This design comes from an exercise in tuning for small area on the open sky130 flow, not from production work. In this exercise RTL edits were held to simulation tests only and were not proved equivalent to the original. Power figures rest on the tool's default switching activity, not on a simulated workload.

## flow/design.v (module list and top-level ports; edited modules follow where they fit)
// module ALUControl: 97 lines
// module Alu: 59 lines
// module BTR: 8 lines
// module CLA_4_bit: 13 lines
// module CLA_16_bit: 8 lines
// module DataForwardingUnit: 13 lines
// module HazardDetectionUnit: 51 lines
// module I_Decode: 98 lines
// module I_Execute: 108 lines
// module I_Fetch: 122 lines
// module I_Memory: 69 lines
// module I_WriteBack: 23 lines
// module Rotate_Rshifter: 10 lines
// module RegIdentifier: 272 lines
// module fulladder4: 11 lines
// module fulladder16: 9 lines
// module SignExtend11_16: 5 lines
// module adder: 13 lines
// module cache: 54 lines
// module cache_2way: 110 lines
// module control: 598 lines
// module decoder3_8: 15 lines
// module dff: 11 lines
// module dffe: 15 lines
// module Rotate_Lshifter: 10 lines
// module Shift_Lshifter: 10 lines
// module mem_system: 87 lines
// module mem_system_ctrl: 48 lines
// module memc: 23 lines
// module memv: 22 lines
// module mux2_1: 11 lines
// module mux4_1: 12 lines
// module mux8_1: 9 lines
// module nand2: 5 lines
// module nor2: 5 lines
// module not1: 5 lines
// module reg_16bit: 35 lines
// module rf: 28 lines
// module rf_bypass: 23 lines
// module Logical_Rshifter: 10 lines
// module shifter: 12 lines
// module statelogic: 104 lines
// module statereg: 11 lines
// module xor2: 5 lines
// module proc: 234 lines
module proc ( 
   err, 
   imem_addr, imem_wdata, imem_wr, imem_rd,
   dmem_addr, dmem_wdata, dmem_wr, dmem_rd,
   clk, rst, imem_rdata, dmem_rdata
   );
  // ...
==> flow/run.sh <==
#!/bin/bash
# synth_recipe.tcl (not shown) runs the flow's synth.tcl, then flattens the netlist and writes it again
# the make line also repeats each setting of config.mk as NAME=value (left out here)
make -C /OpenROAD-flow-scripts/flow DESIGN_CONFIG=/design/flow/config.mk WORK_HOME=/design/flow/orfs CLKGATE_MAP_FILE= SYNTH_SCRIPT=/design/flow/synth_recipe.tcl finish
==> flow/config.mk <==
export PLATFORM = sky130hd
export DESIGN_NAME = proc
export DESIGN_NICKNAME = proc
export VERILOG_FILES = /design/flow/design.v
export SDC_FILE = /design/flow/constraint.sdc
export NUM_CORES = 4
export LEC_CHECK = 0
export CAP_MARGIN = 20
export CELL_PAD_IN_SITES_DETAIL_PLACEMENT = 1
export CELL_PAD_IN_SITES_GLOBAL_PLACEMENT = 2
export CORE_MARGIN = 2
export CORE_UTILIZATION = 30
export PLACE_DENSITY = 0.5
export SLEW_MARGIN = 20
==> flow/constraint.sdc <==
create_clock -name core_clock -period 18.0 [get_ports {clk}]
set_input_delay 3.6000 -clock core_clock [delete_from_list [all_inputs] [get_ports {clk}]]
set_output_delay 3.6000 -clock core_clock [all_outputs]
set_load 0.01 [all_outputs]
==> qor.csv, run 1 <==
stage,metric,value,unit
run_status,status,timing/DRC/antenna clean,
yosys,synth_compound_area_frac,0.0853,
yosys,ys_ff_latch,5312,
clocking,cts_root_buf,clkbuf_16,
global_routing,use_met2,0.414,
pwr,powerClk,13000,uW
yosys,synthXorXnorAreaFrac,0.00323,
pwr,p_clk_frac,0.385,
finish,nonClkBufAreaFrac,0.0249,
pwr,p_comb,6720,uW
pwr,peakVddDrop,0.176,mV
die,row_count,329,
pwr,intPower,22100,uW
finish,final_area,275000,um2
detailed_routing,top_layer_used,met5,
clocking,clk_pin_slew,70,ps
timing,setup_violations,0,
placed_design,pre_cts_ws,1200,ps
critical_path,endpoint,imem_wdata[8],
clocking,post_cts_buffers,0,
pwr,p_seq,14000,uW
global_routing,track_usage,0.257,
die,die_area,811000,um2
global_routing,grt_pass1_vias,178440,
timing,maxClockFrequency,56.9,MHz
yosys,yosysMostFrequentCell,nor2_1,
yosys,synthTopCellsByArea,"edfxtp_1, nor2_1, nand2_1, dfxtp_1, clkbuf_1",
yosys,syn_area,241000,um2
==> module I_Fetch, before the edit <==
module I_Fetch(
	err,
	PCInc_FDq,
	Inst_FDq,
	Inst_F_Validq,
	NextPC_E,
	Stall_F,
	Branch,
	Jump,
	clk,
	rst,
	BranchNOPF,
	Stall_D,
	DataMemStall,
	imem_addr,
	imem_wdata,
	imem_wr,
	imem_rd,
	imem_rdata
	);
input [15:0] NextPC_E;
input Stall_F, Branch, Jump, clk, rst, BranchNOPF, Stall_D, DataMemStall;
output [15:0] PCInc_FDq, Inst_FDq;
output err, Inst_F_Validq;
output [15:0] imem_addr, imem_wdata;
output imem_wr, imem_rd;
input [15:0] imem_rdata;
wire [15:0] PC, PC_Dff, PC_MuxOut, PC_Temp, Inst_F,Inst_F_Temp,Inst_F_Temp2, PCInc_F, PCInc_FDd, Inst_FDd,Inst_FDd_temp,NextPC_E2,NextPC_E3,NextPC_E4,NextPC_E5,NextPC_E6,PC_Dff_temp;
wire Inst_F_Validd;
wire CacheHit,Done,InstMemStall,valid,cacheBranch,cacheBranch2,cacheBranch3,cacheBranch4,cacheBranch5,cacheBranch6,cacheBranch7, DataMemStall_q,specialSignal,specialSignal2,specialSignal3,specialSignal4,specialSignal5,specialSignal6;
assign Inst_F_Validd = 1'b1;
assign cacheBranch = (Branch & InstMemStall) | (Jump & InstMemStall);
fulladder16 Adder1( .A(PC), .B(16'd2), .SUM(PCInc_F));
mem_system InstrMemory (.DataOut(Inst_F), .Done(Done), .Stall(InstMemStall), .CacheHit(CacheHit), .err(err), .Addr(PC_Temp), .DataIn(16'b0), .Rd(1'b1), .Wr(1'b0), .createdump(1'b0), .clk(clk), .rst(rst),.valid(valid), .mem_addr(imem_addr), .mem_wdata(imem_wdata), .mem_wr(imem_wr), .mem_rd(imem_rd), .mem_rdata(imem_rdata));
dff PC_reg [15:0] (.q(PC[15:0]), .d(PC_Dff[15:0]), .clk(clk), .rst(rst));
mux2_1 PCMux1 [15:0] (.InA(PCInc_FDd), .InB(NextPC_E), .S((Branch | Jump)), .Out(PC_MuxOut));
mux2_1 PCMux2 [15:0] (.InA(PC_MuxOut), .InB(PC), .S((Stall_F & ~Branch) | (InstMemStall & ~Branch & ~Jump) | (~startDffOut) | (~CacheHit & ~valid & ~Jump & ~Branch) | cacheBranch6), .Out(PC_Dff_temp));
mux2_1 PCMux4 [15:0] (.InA(PC_Dff_temp), .InB(NextPC_E6), .S(specialSignal6), .Out(PC_Dff));
 mux2_1 PCMux3 [15:0] (.InA(PC), .InB(16'b0), .S(cacheBranch | cacheBranch2 | cacheBranch3 |
cacheBranch4 | cacheBranch5 | cacheBranch6), .Out(PC_Temp));
mux2_1 Inst_F_Stall_Mux [15:0] (.InA(16'b0000100000000000), .InB(Inst_F), .S(StartDff2Out), .Out(Inst_F_Temp));
mux2_1 Inst_F_Stall_Mux2 [15:0] (.InA(16'b0000100000000000), .InB(Inst_F_Temp), .S(valid), .Out(Inst_F_Temp2));
mux4_1 FD_StallMux[15:0] (.InA(Inst_F_Temp2), .InB(Inst_FDq), .InC(16'b0000100000000000), .InD(Inst_FDq), .S({BranchNOPF,(Stall_D | InstMemStall)}), .Out(Inst_FDd_temp));
mux2_1 FD_StallMux3[15:0] (.InA(Inst_FDd_temp), .InB(16'b0000100000000000), .S((Branch | (InstMemStall & ~Stall_D)) | cacheBranch6), .Out(Inst_FDd));
mux2_1 FD_StallMux2[15:0] (.InA(PCInc_F), .InB(PCInc_FDq), .S((Stall_D | InstMemStall) | (~CacheHit & ~valid)), .Out(PCInc_FDd));
dff DataMemStall_dff (
	.q(DataMemStall_q),
	.d(DataMemStall),
	.clk(clk),
	.rst(rst));
dff Fetch_Decode_dff[32:0] (
	.q({PCInc_FDq, Inst_FDq,Inst_F_Validq}),
	.d({PCInc_FDd, Inst_FDd,Inst_F_Validd}),
	.clk(clk),
	.rst(rst));
dff start_dff (
	.q(startDffOut),
	.d(1'b1),
	.clk(clk),
	.rst(rst));
dff start_dff2 (
	.q(StartDff2Out),
	.d(startDffOut),
	.clk(clk),
	.rst(rst));
dff branch_stall_dff0 (
	.q(cacheBranch2),
	.d(cacheBranch),
	.clk(clk),
	.rst(rst));
dff branch_stall_dff1 (
	.q(cacheBranch3),
	.d(cacheBranch2),
	.clk(clk),
	.rst(rst));
dff branch_stall_dff2 (
	.q(cacheBranch4),
	.d(cacheBranch3),
	.clk(clk),
	.rst(rst));
dff branch_stall_dff3 (
	.q(cacheBranch5),
	.d(cacheBranch4),
	.clk(clk),
	.rst(rst));
dff branch_stall_dff4 (
	.q(cacheBranch6),
	.d(cacheBranch5),
	.clk(clk),
	.rst(rst));
dff branch_stall_dff5 (
	.q(cacheBranch7),
	.d(cacheBranch6),
	.clk(clk),
	.rst(rst));
assign specialSignal = DataMemStall_q & Jump & cacheBranch6 & cacheBranch5 & cacheBranch4 & cacheBranch3 & cacheBranch2 & ~cacheBranch & Done & ~DataMemStall & ~CacheHit;
dff branch_stall2_dff1 [16:0] (
	.q({specialSignal2,NextPC_E2}),
	.d({specialSignal,NextPC_E}),
	.clk(clk),
	.rst(rst));
dff branch_stall2_dff2 [16:0] (
	.q({specialSignal3,NextPC_E3}),
	.d({specialSignal2,NextPC_E2}),
	.clk(clk),
	.rst(rst));
dff branch_stall2_dff3 [16:0] (
	.q({specialSignal4,NextPC_E4}),
	.d({specialSignal3,NextPC_E3}),
	.clk(clk),
	.rst(rst));
dff branch_stall2_dff4 [16:0] (
	.q({specialSignal5,NextPC_E5}),
	.d({specialSignal4,NextPC_E4}),
	.clk(clk),
	.rst(rst));
dff branch_stall2_dff5 [16:0] (
	.q({specialSignal6,NextPC_E6}),
	.d({specialSignal5,NextPC_E5}),
	.clk(clk),
	.rst(rst));
endmodule
==> module cache_2way, before the edit <==
module cache_2way #(
              parameter mem_type = 0,
              parameter IW = 4,         
              parameter TW = 13 - IW    
              ) (
              input enable,
              input clk,
              input rst,
              input createdump,
              input [TW-1:0] tag_in,
              input [IW-1:0] index,
              input [2:0] offset,
              input [15:0] data_in,
              input comp,
              input write,
              input valid_in,
              output [TW-1:0] tag_out,
              output [15:0] data_out,
              output hit,
              output dirty,
              output valid,
              output err
              );
   wire 	     A;
   wire              A_now;
   wire 	     v0;
   wire 	     v1;
   wire 	     d0;
   wire 	     d1;
   wire 	     vw;
   wire [TW-1:0]     c0_tag_out;
   wire [TW-1:0]     c1_tag_out;
   wire [15:0] 	     c0_data_out;
   wire [15:0] 	     c1_data_out;
   wire 	     c0_hit;
   wire 	     c1_hit;
   wire 	     c0_err;
   wire 	     c1_err;
   wire [15:0] 	     comp_data_out;
   wire 	     v0_ffed;
   wire 	     v1_ffed;
   dffe victim_way(
		.d(~vw),
		.q(vw),
		.en(comp & hit & valid),
		.clk(clk),
		.rst(rst)
		);
   dffe v0_ff(
      	   .d(v0),
	   .q(v0_ffed),
	   .en(comp),
	   .clk(clk),
	   .rst(rst)
	   );
   dffe v1_ff(
      	   .d(v1),
	   .q(v1_ffed),
	   .en(comp),
	   .clk(clk),
	   .rst(rst)
	   );
   assign A = (v0_ffed & vw) | (v0_ffed & ~v1_ffed);
   assign A_now = (v0 & vw) | (v0 & ~v1);
   cache #(0 + mem_type, IW) c0(
      .enable(comp ? enable : ~A),
      .clk(clk),
      .rst(rst),
      .createdump(createdump),
      .tag_in(tag_in),
      .index(index),
      .offset(offset),
      .data_in(data_in),
      .comp(comp),
      .write(write),
      .valid_in(valid_in),
      .tag_out(c0_tag_out),
      .data_out(c0_data_out),
      .hit(c0_hit),
      .dirty(d0),
      .valid(v0),
      .err(c0_err)
   );
   cache #(2 + mem_type, IW) c1(
      .enable(comp ? enable : A),
      .clk(clk),
      .rst(rst),
      .createdump(createdump),
      .tag_in(tag_in),
      .index(index),
      .offset(offset),
      .data_in(data_in),
      .comp(comp),
      .write(write),
      .valid_in(valid_in),
      .tag_out(c1_tag_out),
      .data_out(c1_data_out),
      .hit(c1_hit),
      .dirty(d1),
      .valid(v1),
      .err(c1_err)
   );
   assign err = (c0_err | c1_err) & enable;
   assign hit = c0_hit | c1_hit;
   assign valid = (c0_hit & v0) | (c1_hit & v1);
   assign dirty = A_now ? d1 : d0;
   assign tag_out = A ? c1_tag_out : c0_tag_out;
   assign comp_data_out = (c0_data_out & {16{c0_hit & v0}}) | (c1_data_out & {16{c1_hit & v1}});
   assign data_out = comp ? comp_data_out : (A ? c1_data_out : c0_data_out);
endmodule
==> module mem_system, before the edit <==
module mem_system( 
   DataOut, Done, Stall, CacheHit, err, 
   Addr, DataIn, Rd, Wr, createdump, clk, rst,valid,
   mem_addr, mem_wdata, mem_wr, mem_rd, mem_rdata
   );
   input [15:0] Addr;
   input [15:0] DataIn;
   input        Rd;
   input        Wr;
   input        createdump;
   input        clk;
   input        rst;
   output [15:0] DataOut;
   output Done;
   output Stall;
   output CacheHit;
   output err;
   output valid;
   output [15:0] mem_addr;
   output [15:0] mem_wdata;
   output        mem_wr;
   output        mem_rd;
   input  [15:0] mem_rdata;
   parameter mem_type = 0;
   parameter IW = 4;           
   localparam TW = 13 - IW;    
   wire          cache_ctrl_over;
   wire   [1:0]  cache_offset;
   wire   [TW-1:0] cache_tag_out;
   wire          cache_err;
   wire          ctrl_err;
   wire          cache_wr;
   wire          hit;
   wire          valid;
   wire          dirty;
   wire          comp;
   wire   [1:0]  mem_offset;
   wire          mem_addr_sel;
   wire   [15:0] mem_data_out;
   wire          mem_rd;
   wire          mem_wr;
   assign mem_addr = mem_addr_sel ?
            {Addr[15:3], mem_offset, 1'b0}
          : {cache_tag_out, Addr[IW+2:3], mem_offset, 1'b0};
   assign mem_wdata    = DataOut;
   assign mem_data_out = mem_rdata;
   cache_2way #(0 + mem_type, IW) c0(
      .enable(Wr | Rd),
      .clk(clk),
      .rst(rst),
      .createdump(createdump),
      .tag_in(Addr[15:IW+3]),
      .index(Addr[IW+2:3]),
      .offset(cache_ctrl_over ? {cache_offset, 1'b0} : Addr[2:0]),
      .data_in(cache_ctrl_over ? mem_data_out : DataIn),
      .comp(comp),
      .write(cache_ctrl_over ? cache_wr : Wr),
      .valid_in(1'b1),
      .tag_out(cache_tag_out),
      .data_out(DataOut),
      .hit(hit),
      .dirty(dirty),
      .valid(valid),
      .err(cache_err)
   );
   mem_system_ctrl ctrl0(
      .clk(clk),
      .rst(rst),
      .wr(Wr),
      .rd(Rd),
      .hit(hit & valid),
      .dirty(dirty),
      .cache_ctrl_over(cache_ctrl_over),
      .cache_offset(cache_offset),
      .comp(comp),
      .cache_wr(cache_wr),
      .mem_addr_sel(mem_addr_sel),
      .mem_offset(mem_offset),
      .stall(Stall),
      .mem_wr(mem_wr),
      .mem_rd(mem_rd),
      .done(Done),
      .cache_hit(CacheHit),
      .err(ctrl_err)
   );
   assign err = cache_err | ctrl_err;
endmodule  
==> run 2, diff against run 1 <==
--- a/flow/design.v
+++ b/flow/design.v
@@ -486,7 +486,7 @@
 assign Inst_F_Validd = 1'b1;
 assign cacheBranch = (Branch & InstMemStall) | (Jump & InstMemStall);
 fulladder16 Adder1( .A(PC), .B(16'd2), .SUM(PCInc_F));
-mem_system InstrMemory (.DataOut(Inst_F), .Done(Done), .Stall(InstMemStall), .CacheHit(CacheHit), .err(err), .Addr(PC_Temp), .DataIn(16'b0), .Rd(1'b1), .Wr(1'b0), .createdump(1'b0), .clk(clk), .rst(rst),.valid(valid), .mem_addr(imem_addr), .mem_wdata(imem_wdata), .mem_wr(imem_wr), .mem_rd(imem_rd), .mem_rdata(imem_rdata));
+mem_system #(.HAS_DIRTY(0)) InstrMemory (.DataOut(Inst_F), .Done(Done), .Stall(InstMemStall), .CacheHit(CacheHit), .err(err), .Addr(PC_Temp), .DataIn(16'b0), .Rd(1'b1), .Wr(1'b0), .createdump(1'b0), .clk(clk), .rst(rst),.valid(valid), .mem_addr(imem_addr), .mem_wdata(imem_wdata), .mem_wr(imem_wr), .mem_rd(imem_rd), .mem_rdata(imem_rdata));
 dff PC_reg [15:0] (.q(PC[15:0]), .d(PC_Dff[15:0]), .clk(clk), .rst(rst));
 mux2_1 PCMux1 [15:0] (.InA(PCInc_FDd), .InB(NextPC_E), .S((Branch | Jump)), .Out(PC_MuxOut));
 mux2_1 PCMux2 [15:0] (.InA(PC_MuxOut), .InB(PC), .S((Stall_F & ~Branch) | (InstMemStall & ~Branch & ~Jump) | (~startDffOut) | (~CacheHit & ~valid & ~Jump & ~Branch) | cacheBranch6), .Out(PC_Dff_temp));
@@ -987,64 +987,11 @@
 not1 NOT2 (int3, int5);
 not1 NOT3 (int6, Cout);
 endmodule
-module cache #(
-              parameter cache_id = 0,   
-              parameter IW = 4,         
-              parameter TW = 13 - IW    
-              ) (
-              input enable,
-              input clk,
-              input rst,
-              input createdump,
-              input [TW-1:0] tag_in,
-              input [IW-1:0] index,
-              input [2:0] offset,
-              input [15:0] data_in,
-              input comp,
-              input write,
-              input valid_in,
-              output [TW-1:0] tag_out,
-              output [15:0] data_out,
-              output hit,
-              output dirty,
-              output valid,
-              output err
-              );
-   wire [4:0]        ram0_id = (cache_id<<3) + 0;  
-   wire [4:0]        ram1_id = (cache_id<<3) + 1;
-   wire [4:0]        ram2_id = (cache_id<<3) + 2;
-   wire [4:0]        ram3_id = (cache_id<<3) + 3;
-   wire [4:0]        ram4_id = (cache_id<<3) + 4;
-   wire [4:0]        ram5_id = (cache_id<<3) + 5;
-   wire [15:0]       w0, w1, w2, w3;
-   assign            go = enable & ~rst;
-   assign            match = (tag_in == tag_out);
-   assign            err = offset[0];  
-   assign            wr_word0 = go & write & ~offset[2] & ~offset[1] & (match | ~comp);
-   assign            wr_word1 = go & write & ~offset[2] &  offset[1] & (match | ~comp);
-   assign            wr_word2 = go & write &  offset[2] & ~offset[1] & (match | ~comp);
-   assign            wr_word3 = go & write &  offset[2] &  offset[1] & (match | ~comp);
-   assign            wr_dirty = go & write & (match | ~comp);
-   assign            wr_tag   = go & write & ~comp;
-   assign            wr_valid = go & write & ~comp;
-   assign            dirty_in = comp;   
-   memc #(16, IW) mem_w0 (w0,      index, data_in,  wr_word0, clk, rst, createdump, ram0_id);
-   memc #(16, IW) mem_w1 (w1,      index, data_in,  wr_word1, clk, rst, createdump, ram1_id);
-   memc #(16, IW) mem_w2 (w2,      index, data_in,  wr_word2, clk, rst, createdump, ram2_id);
-   memc #(16, IW) mem_w3 (w3,      index, data_in,  wr_word3, clk, rst, createdump, ram3_id);
-   memc #(TW, IW) mem_tg (tag_out, index, tag_in,   wr_tag,   clk, rst, createdump, ram4_id);
-   memc #( 1, IW) mem_dr (dirtybit,index, dirty_in, wr_dirty, clk, rst, createdump, ram5_id);
-   memv #(IW)  mem_vl (validbit,index, valid_in, wr_valid, clk, rst, createdump, ram0_id);
-   assign            hit = go & match;
-   assign            dirty = go & (~write | (comp & ~match)) & dirtybit;
-   assign            data_out = (write | ~go)? 16'h0000 :
-                     offset[2] ? (offset[1] ? w3 : w2) : (offset[1] ? w1 : w0) ;
-   assign            valid = go & validbit & (~write | comp);
-endmodule
 module cache_2way #(
               parameter mem_type = 0,
               parameter IW = 4,         
-              parameter TW = 13 - IW    
+              parameter TW = 13 - IW,   
+              parameter HAS_DIRTY = 1   
               ) (
               input enable,
               input clk,
@@ -1064,92 +1011,96 @@
               output valid,
               output err
               );
-   wire 	     A;
-   wire              A_now;
-   wire 	     v0;
-   wire 	     v1;
-   wire 	     d0;
-   wire 	     d1;
-   wire 	     vw;
-   wire [TW-1:0]     c0_tag_out;
-   wire [TW-1:0]     c1_tag_out;
-   wire [15:0] 	     c0_data_out;
-   wire [15:0] 	     c1_data_out;
-   wire 	     c0_hit;
-   wire 	     c1_hit;
-   wire 	     c0_err;
-   wire 	     c1_err;
-   wire [15:0] 	     comp_data_out;
-   wire 	     v0_ffed;
-   wire 	     v1_ffed;
-   dffe victim_way(
-		.d(~vw),
-		.q(vw),
-		.en(comp & hit & valid),
-		.clk(clk),
-		.rst(rst)
-		);
-   dffe v0_ff(
-      	   .d(v0),
-	   .q(v0_ffed),
-	   .en(comp),
-	   .clk(clk),
-	   .rst(rst)
-	   );
-   dffe v1_ff(
-      	   .d(v1),
-	   .q(v1_ffed),
-	   .en(comp),
-	   .clk(clk),
-	   .rst(rst)
-	   );
-   assign A = (v0_ffed & vw) | (v0_ffed & ~v1_ffed);
-   assign A_now = (v0 & vw) | (v0 & ~v1);
-   cache #(0 + mem_type, IW) c0(
-      .enable(comp ? enable : ~A),
-      .clk(clk),
-      .rst(rst),
-      .createdump(createdump),
-      .tag_in(tag_in),
-      .index(index),
-      .offset(offset),
-      .data_in(data_in),
-      .comp(comp),
-      .write(write),
-      .valid_in(valid_in),
-      .tag_out(c0_tag_out),
-      .data_out(c0_data_out),
-      .hit(c0_hit),
-      .dirty(d0),
-      .valid(v0),
-      .err(c0_err)
-   );
-   cache #(2 + mem_type, IW) c1(
-      .enable(comp ? enable : A),
-      .clk(clk),
-      .rst(rst),
-      .createdump(createdump),
-      .tag_in(tag_in),
-      .index(index),
-      .offset(offset),
-      .data_in(data_in),
-      .comp(comp),
-      .write(write),
-      .valid_in(valid_in),
-      .tag_out(c1_tag_out),
-      .data_out(c1_data_out),
-      .hit(c1_hit),
-      .dirty(d1),
-      .valid(v1),
-      .err(c1_err)
-   );
-   assign err = (c0_err | c1_err) & enable;
-   assign hit = c0_hit | c1_hit;
-   assign valid = (c0_hit & v0) | (c1_hit & v1);
+   localparam NS = 1 << IW;
+   reg [15:0]   dat0 [0:4*NS-1];
+   reg [15:0]   dat1 [0:4*NS-1];
+   reg [TW-1:0] tg0 [0:NS-1];
+   reg [TW-1:0] tg1 [0:NS-1];
+   reg [NS-1:0] vl0, vl1, dr0, dr1;
+   reg          vw, v0_ffed, v1_ffed;
+   wire [NS-1:0]   ssel = {{(NS-1){1'b0}}, 1'b1} << index;
+   wire [3:0]      wsel = 4'b0001 << offset[2:1];
+   wire [4*NS-1:0] lsel = {{(4*NS-1){1'b0}}, 1'b1} << {index, offset[2:1]};
+   reg [TW-1:0] tr0, tr1;
+   reg [15:0]   x0, x1;
+   integer i;
+   always @* begin
+      tr0 = 0; tr1 = 0; x0 = 0; x1 = 0;
+      for (i = 0; i < NS; i = i + 1) begin
+         tr0 = tr0 | (tg0[i] & {TW{ssel[i]}});
+         tr1 = tr1 | (tg1[i] & {TW{ssel[i]}});
+      end
+      for (i = 0; i < 4*NS; i = i + 1) begin
+         x0 = x0 | (dat0[i] & {16{lsel[i]}});
+         x1 = x1 | (dat1[i] & {16{lsel[i]}});
+      end
+   end
+   wire vr0 = |(vl0 & ssel);
+   wire vr1 = |(vl1 & ssel);
+   wire dr0r = HAS_DIRTY ? |(dr0 & ssel) : 1'b0;
+   wire dr1r = HAS_DIRTY ? |(dr1 & ssel) : 1'b0;
+   wire A = v0_ffed & (vw | ~v1_ffed);
+   wire go0 = (comp ? enable : ~A) & ~rst;
+   wire go1 = (comp ? enable : A) & ~rst;
+   wire wtag0 = go0 & write & ~comp;
+   wire wtag1 = go1 & write & ~comp;
+   wire [TW-1:0] to0 = (wtag0 | rst) ? {TW{1'b0}} : tr0;
+   wire [TW-1:0] to1 = (wtag1 | rst) ? {TW{1'b0}} : tr1;
+   wire match0 = (tag_in == to0);
+   wire match1 = (tag_in == to1);
+   wire wdat0 = go0 & write & (match0 | ~comp);
+   wire wdat1 = go1 & write & (match1 | ~comp);
+   wire hit0 = go0 & match0;
+   wire hit1 = go1 & match1;
+   wire v0 = go0 & (~write | comp) & vr0;
+   wire v1 = go1 & (~write | comp) & vr1;
+   wire d0 = go0 & (~write | (comp & ~match0)) & dr0r;
+   wire d1 = go1 & (~write | (comp & ~match1)) & dr1r;
+   wire g0 = ~write & go0 & (~comp | (match0 & vr0));
+   wire g1 = ~write & go1 & (~comp | (match1 & vr1));
+   assign data_out = (x0 & {16{g0}}) | (x1 & {16{g1}});
+   assign err = offset[0] & enable;
+   assign hit = hit0 | hit1;
+   assign valid = (hit0 & v0) | (hit1 & v1);
+   wire A_now = v0 & (vw | ~v1);
    assign dirty = A_now ? d1 : d0;
-   assign tag_out = A ? c1_tag_out : c0_tag_out;
-   assign comp_data_out = (c0_data_out & {16{c0_hit & v0}}) | (c1_data_out & {16{c1_hit & v1}});
-   assign data_out = comp ? comp_data_out : (A ? c1_data_out : c0_data_out);
+   assign tag_out = A ? to1 : to0;
+   always @(posedge clk) begin
+      if (rst) begin
+         vw <= 1'b0; v0_ffed <= 1'b0; v1_ffed <= 1'b0;
+      end else begin
+         if (comp & hit & valid) vw <= ~vw;
+         if (comp) begin
+            v0_ffed <= v0;
+            v1_ffed <= v1;
+         end
+      end
+   end
+   wire [15:0]   din_r = rst ? 16'h0000 : data_in;
+   wire [TW-1:0] tin_r = rst ? {TW{1'b0}} : tag_in;
+   wire          vin_r = ~rst & valid_in;
+   wire          din_d = ~rst & comp;
+   integer j;
+   always @(posedge clk) begin
+      for (j = 0; j < 4*NS; j = j + 1) begin
+         if (rst | (wdat0 & lsel[j])) dat0[j] <= din_r;
+         if (rst | (wdat1 & lsel[j])) dat1[j] <= din_r;
+      end
+      for (j = 0; j < NS; j = j + 1) begin
+         if (rst | (wtag0 & ssel[j])) begin
+            tg0[j] <= tin_r;
+            vl0[j] <= vin_r;
+         end
+         if (rst | (wtag1 & ssel[j])) begin
+            tg1[j] <= tin_r;
+            vl1[j] <= vin_r;
+         end
+         if (HAS_DIRTY) begin
+            if (rst | (wdat0 & ssel[j])) dr0[j] <= din_d;
+            if (rst | (wdat1 & ssel[j])) dr1[j] <= din_d;
+         end
+      end
+   end
 endmodule
 module control(OpCode, RegDst, MemRead, MemToReg, AluOp, MemWrite, AluSrc, AluSrc2, AluSrc3, RegWrite, Jump, Branch, JumpR, Halt, ImmSel, SLBIExt, AluSpecSel1, AluSpecSel2);
 input[4:0] OpCode;
@@ -1835,6 +1786,7 @@
    input  [15:0] mem_rdata;
    parameter mem_type = 0;
    parameter IW = 4;           
+   parameter HAS_DIRTY = 1;    
    localparam TW = 13 - IW;    
    wire          cache_ctrl_over;
    wire   [1:0]  cache_offset;
@@ -1856,7 +1808,7 @@
           : {cache_tag_out, Addr[IW+2:3], mem_offset, 1'b0};
    assign mem_wdata    = DataOut;
    assign mem_data_out = mem_rdata;
-   cache_2way #(0 + mem_type, IW) c0(
+   cache_2way #(0 + mem_type, IW, 13 - IW, HAS_DIRTY) c0(
       .enable(Wr | Rd),
       .clk(clk),
       .rst(rst),
@@ -1945,51 +1897,6 @@
                         .err            (err)
    );
 endmodule
-module memc (data_out, addr, data_in, write, clk, rst, createdump, file_id);
-   parameter Size = 1;
-   parameter IW = 4;
-   output [Size-1:0] data_out;
-   input [IW-1:0]    addr;
-   input [Size-1:0]  data_in;
-   input             write;
-   input             clk;
-   input             rst;
-   input             createdump;
-   input [4:0]       file_id;
-   reg [Size-1:0]    mem [0:(1<<IW)-1];
-   integer           i;
-   assign            data_out = (write | rst)? 0 : mem[addr];
-   always @(posedge clk) begin
-      if (rst) begin
-         for (i=0; i<(1<<IW); i=i+1) begin
-            mem[i] <= 0;
-         end
-      end
-      if (!rst && write) mem[addr] <= data_in;
-   end
-endmodule
-module memv (data_out, addr, data_in, write, clk, rst, createdump, file_id);
-   parameter IW = 4;
-   output data_out;
-   input [IW-1:0] addr;
-   input       data_in;
-   input       write;
-   input       clk;
-   input       rst;
-   input       createdump;
-   input [4:0] file_id;
-   reg         mem [0:(1<<IW)-1];
-   integer     i;
-   assign      data_out = (write | rst)? 0 : mem[addr];
-   always @(posedge clk) begin
-      if (rst) begin
-         for (i=0; i<(1<<IW); i=i+1) begin
-            mem[i] <= 1'b0;  
-         end
-      end
-      if (!rst && write) mem[addr] <= data_in;
-   end
-endmodule
 module mux2_1 (InA, InB, S, Out);
 input InA;
 input InB;
==> run 2 against run 1 <==
- combinational power down 14%
- clock power down 6%
- cell count down 30%
- maximum frequency up 1.6%
- largest power group unchanged
- synthesized area down 15%
==> qor.csv, run 2 <==
stage,metric,value,unit,change
run_status,status,timing/DRC/antenna clean,,unchanged
global_routing,grt_pass1_vias,137398,,was 178440
finish,drive_above_1_share,0.160,,was 0.0940
clocking,cts_buffers,602,,was 661
critical_path,path_max_fanout,33,,was 92
critical_path,end_kind,output pin,,unchanged
yosys,syn_area,204000,um2,was 241000 um2
timing,hold_violations,0,,unchanged
critical_path,worst-path-buf-inv,6,,was 7
critical_path,startpoint_type,register,,unchanged
placed_design,gp_congestion,0.854,,was 0.843
finish,final_core_util,0.355,,was 0.343
yosys,yosys.area.top_type_share,0.703,,was 0.590
critical_path,slowest_stage,a2111oi_2,,was o221ai_1
yosys,synth_edf_count,4768,,was 4736
min_path,min_path_cells,1,,unchanged
detailed_routing,via_per_inst,6.07,,was 5.40
pwr,switching_share,0.308,,was 0.344
detailed_routing,route.met2.wl,477000,um,was 497000 um
yosys,synth_flop_cell,edfxtp_1,,unchanged
die,pin_count,103,,unchanged
pwr,p_clk_frac,0.353,,was 0.385
timing,fin_crit,17310,ps,was 17590 ps
die,die-height,828,um,was 900 um
clocking,clk_path_buf_depth,4,,unchanged
die,dieWidth,828,um,was 900 um
die,start_util,0.301,,about the same
min_path,hold_start,IF.branch_stall2_dff1[0].state,,was IF.branch_stall2_dff1[10].state
critical_path,crit_top_cell,ha_1,,unchanged
pwr,sequentialPowerShare,0.481,,was 0.415
clocking,h-tree-depth,6,,unchanged
timing,relSlewSlack,0.178,,was 0.164
timing,setup_violations,0,,unchanged
clocking,clk_pin_slew,60,ps,was 70 ps
timing,slew_viol_final,0,,unchanged
critical_path,arrival,13710,ps,was 13990 ps
global_routing,grt-ovfl-total,0,,unchanged
clocking,cts_tree,built,,unchanged
detailed_routing,detail_route.iter0.violations,20635,,was 16254
pwr,intPower,24000,uW,was 22100 uW
global_routing,track_usage,0.285,,was 0.257
min_path,hold_path.class,register to register,,unchanged
clocking,cts_root_buf,clkbuf_16,,unchanged
pwr,static-leakage-power,0.0810,uW,was 0.0929 uW
clocking,clock_latency,1120,ps,was 1140 ps
detailed_routing,firstDrtPassIters,6,,unchanged
job,drv_cap,0,,unchanged
timing,period_share,0.962,,was 0.977
detailed_routing,wl_per_cell,43.9,um,was 32.6 um
clocking,cts_sinks,5280,,was 5312
detailed_routing,top_layer_used,met5,,unchanged
critical_path,r2r_slack,5470,ps,was 4770 ps
critical_path,required,14400,ps,about the same
pwr,p_per_area,144,nW/um2,was 122 nW/um2
detailed_routing,drcViolationCount,0,,unchanged
global_routing,grt_max_degree,93,,was 164
finish,finalNetCount,13810,,was 22045
critical_path,cp_top_family,simple AND/OR/NAND/NOR gates,,was compound AO/OA/AOI/OAI gates
placed_design,portBuffers,100,,unchanged
detailed_routing,met3RoutedLength,78000,um,was 46300 um
timing,tightest_slew,1230,ps,was 1250 ps
critical_path,rr_worst_depth,45,,was 38
finish,syn_to_final_growth,18.0,%,was 14.1%
yosys,ys_warn_count,38,,was 56
pwr,p_comb_frac,0.167,,was 0.199
yosys,ys_seq_area_frac,0.753,,was 0.638
timing,rsz0062_at_grt,false,,unchanged
die,coreArea,676000,um2,was 802000 um2
finish,final_cell_mix,"edfxtp_1, a22oi_1, buf_4",,"was nor2_1, edfxtp_1, nand2_1"
yosys,netlist_instances,13076,,was 22568
global_routing,grt_pass1_wl,1340000,um,was 1500000 um
die,row_count,302,,was 329
yosys,synth.distinct_cells,95,,was 106
critical_path,cp_slowest_stage_delay,890,ps,was 900 ps
timing,maxClockFrequency,57.8,MHz,was 56.9 MHz
timing,fin_setup_tns,0,ps,unchanged
clocking,holdBufCountCts,0,,unchanged
min_path,min_to,IF.branch_stall2_dff2[0].state,,was IF.branch_stall2_dff2[10].state
detailed_routing,wl,1020000,um,was 1080000 um
yosys,synth.largest_area_cell,edfxtp_1,,unchanged
yosys,synthTopCellsByArea,"edfxtp_1, dfxtp_1, a22o_1, a22oi_1, a221oi_1",,"was edfxtp_1, nor2_1, nand2_1, dfxtp_1, clkbuf_1"
detailed_routing,antenna_left,0,,unchanged
yosys,synth.avg_cell_area,15.6,um2,was 10.7 um2
finish,fillers,68251,,was 87206
detailed_routing,num_vias,140497,,was 178381
critical_path,r2r-end,IF.Fetch_Decode_dff[13].state,,was IF.InstrMemory.c0.c0.mem_w1.mem[11][11]
pwr,peakVddDrop,0.116,mV,was 0.176 mV
yosys,synthTopCellsByCount,"edfxtp_1, nor2_1, a22oi_1",,"was nor2_1, edfxtp_1, nand2_1"
yosys,ys_ff_latch,5280,,was 5312
placed_design,place_hpwl,620000,um,was 683000 um
yosys,synthArstFlopShare,0,,unchanged
pwr,p_sw,10700,uW,was 11600 uW
global_routing,antenna_found_initial,84,,was 80
die,die_area,686000,um2,was 811000 um2
detailed_routing,m1WireLength,425000,um,was 508000 um
yosys,yosysMostFrequentCell,edfxtp_1,,was nor2_1
timing,fin_hold_ws,433,ps,was 430 ps
critical_path,critPathKind,register to output pin,,unchanged
timing,skew,93.1,ps,was 93.7 ps
finish,final_common_cell,edfxtp_1,,was nor2_1
==> run 2: power by group through the flow <==
stage | combinational (uW) | sequential (uW) | clock [uW]
6_report | 5770 | 16700 | 12200
5_1_grt | 5820 | 16800 | 12800
4_1_cts | 5670 | 16700 | 12300
3_5_place_dp | 5660 | 16900 | 0
3_3_place_gp | 5550 | 16800 | 0
2_1_floorplan | 2100 | 16900 | 0
==> run 2: how the worst max path moves through the flow <==
stage,from,to,slack [ps],cells past startpoint
4_1_cts,register,imem_wdata[1],10,48
2_1_floorplan,register,imem_wdata[1],5020,48
6_report,register,imem_wdata[12],690,44
5_1_grt,register,imem_wdata[8],6,45
3_3_place_gp,register,imem_wdata[12],-50,44
3_5_place_dp,register,imem_wdata[3],1160,44
==> run 2: area by class of cell <==
type / count / area (um2) / area share
inverter: 134 / 510 / 0.00212
antenna: 17 / 42.5 / 0.000177
clock inverter: 322 / 2980 / 0.0124
multi-input combinational: 6742 / 48700 / 0.202
clock buffer: 774 / 16100 / 0.0671
timing repair buffer: 905 / 7390 / 0.0308
sequential: 5280 / 153000 / 0.638
tap: 8968 / 11200 / 0.0467
==> run 2: per-stage QoR <==
| step | total power (uW) | area (um2) | setup slack (ps) | instances |
|---|---|---|---|---|
| 2_1_floorplan | 19000 | 204000 | 5020 | 13077 |
| 3_3_place_gp | 22400 | 221000 | -48.7 | 22009 |
| 3_5_place_dp | 22600 | 221000 | 1160 | 22019 |
| 4_1_cts | 34700 | 240000 | 13.2 | 23115 |
| 5_1_grt | 35400 | 240000 | 6.43 | 23126 |
| 6_report | 34700 | 240000 | 685 | 23142 |
==> run 2: worst register-to-register path: cells and delay by family (launching register included) <==
| kind | cells | cell delay (ps) |
|---|---|---|
| adder cells (fa/ha/maj) | 11 | 2790 |
| AO/OA/AOI/OAI | 12 | 3520 |
| XOR/XNOR | 2 | 330 |
| multiplexers | 1 | 210 |
| flip-flops | 1 | 430 |
| AND/OR/NAND/NOR | 14 | 3890 |
| buffers and inverters | 5 | 1250 |
==> run 2: cells by family (layout without fill, tap and decap cells) <==
family | count (synthesis) | after routing | synth area share
AO/OA/AOI/OAI | 3549 | 3549 | 0.136
XOR/XNOR | 81 | 81 | 0.00348
adder cells (fa/ha/maj) | 111 | 111 | 0.00851
buffers and inverters | 1056 | 2135 | 0.0207
flip-flops | 5280 | 5280 | 0.753
multiplexers | 212 | 212 | 0.0148
other | 1 | 19 | 0.0000184
AND/OR/NAND/NOR | 2786 | 2787 | 0.0635
==> run 2: repair_timing <==
item | 4_1_cts | 5_1_grt
gates resized for setup | 2 | 11
pin swaps | 0 | 5
setup buffers | 0 | 3
setup endpoints to repair | 2 | 15
cloned | 0 | 1
==> run 2: layer usage <==
metal	GRT usage	vias to the layer above
li1	-	54355
met1	0.393	77206
met2	0.465	7395
met3	0.0427	1507
met4	0.0845	34
met5	0	-

[static timing again, ports no longer ideal]
Ports are ideal in the flow. The routed layouts listed here were re-timed in OpenROAD. Step 1 (the two cells are an assumption about what drives the block):
set clk [get_ports {clk}]
set_driving_cell -lib_cell sky130_fd_sc_hd__clkbuf_16 $clk
set_driving_cell -lib_cell sky130_fd_sc_hd__buf_2 [delete_from_list [all_inputs] $clk]
Step 2 adds t to the input delays and takes it off the output delays; t is the mean of the earliest and latest rising clock arrival at the registers after step 1. Input paths then give back, and output paths get back, about the clock's delay inside the block. a / b / c = ideal ports / drivers / drivers and shift; a / b = the first two.
| run | t (ns) | setup WS [ns] | worst register clock-pin slew, ns |
|---|---|---|---|
| run 1 | 1.228 | 0.412 / 0.280 / 1.507 | 0.07 / 0.07 |
| run 2 | 1.203 | 0.685 / 0.555 / 1.757 | 0.07 / 0.07 |
After both steps setup and hold are still met in every run listed.
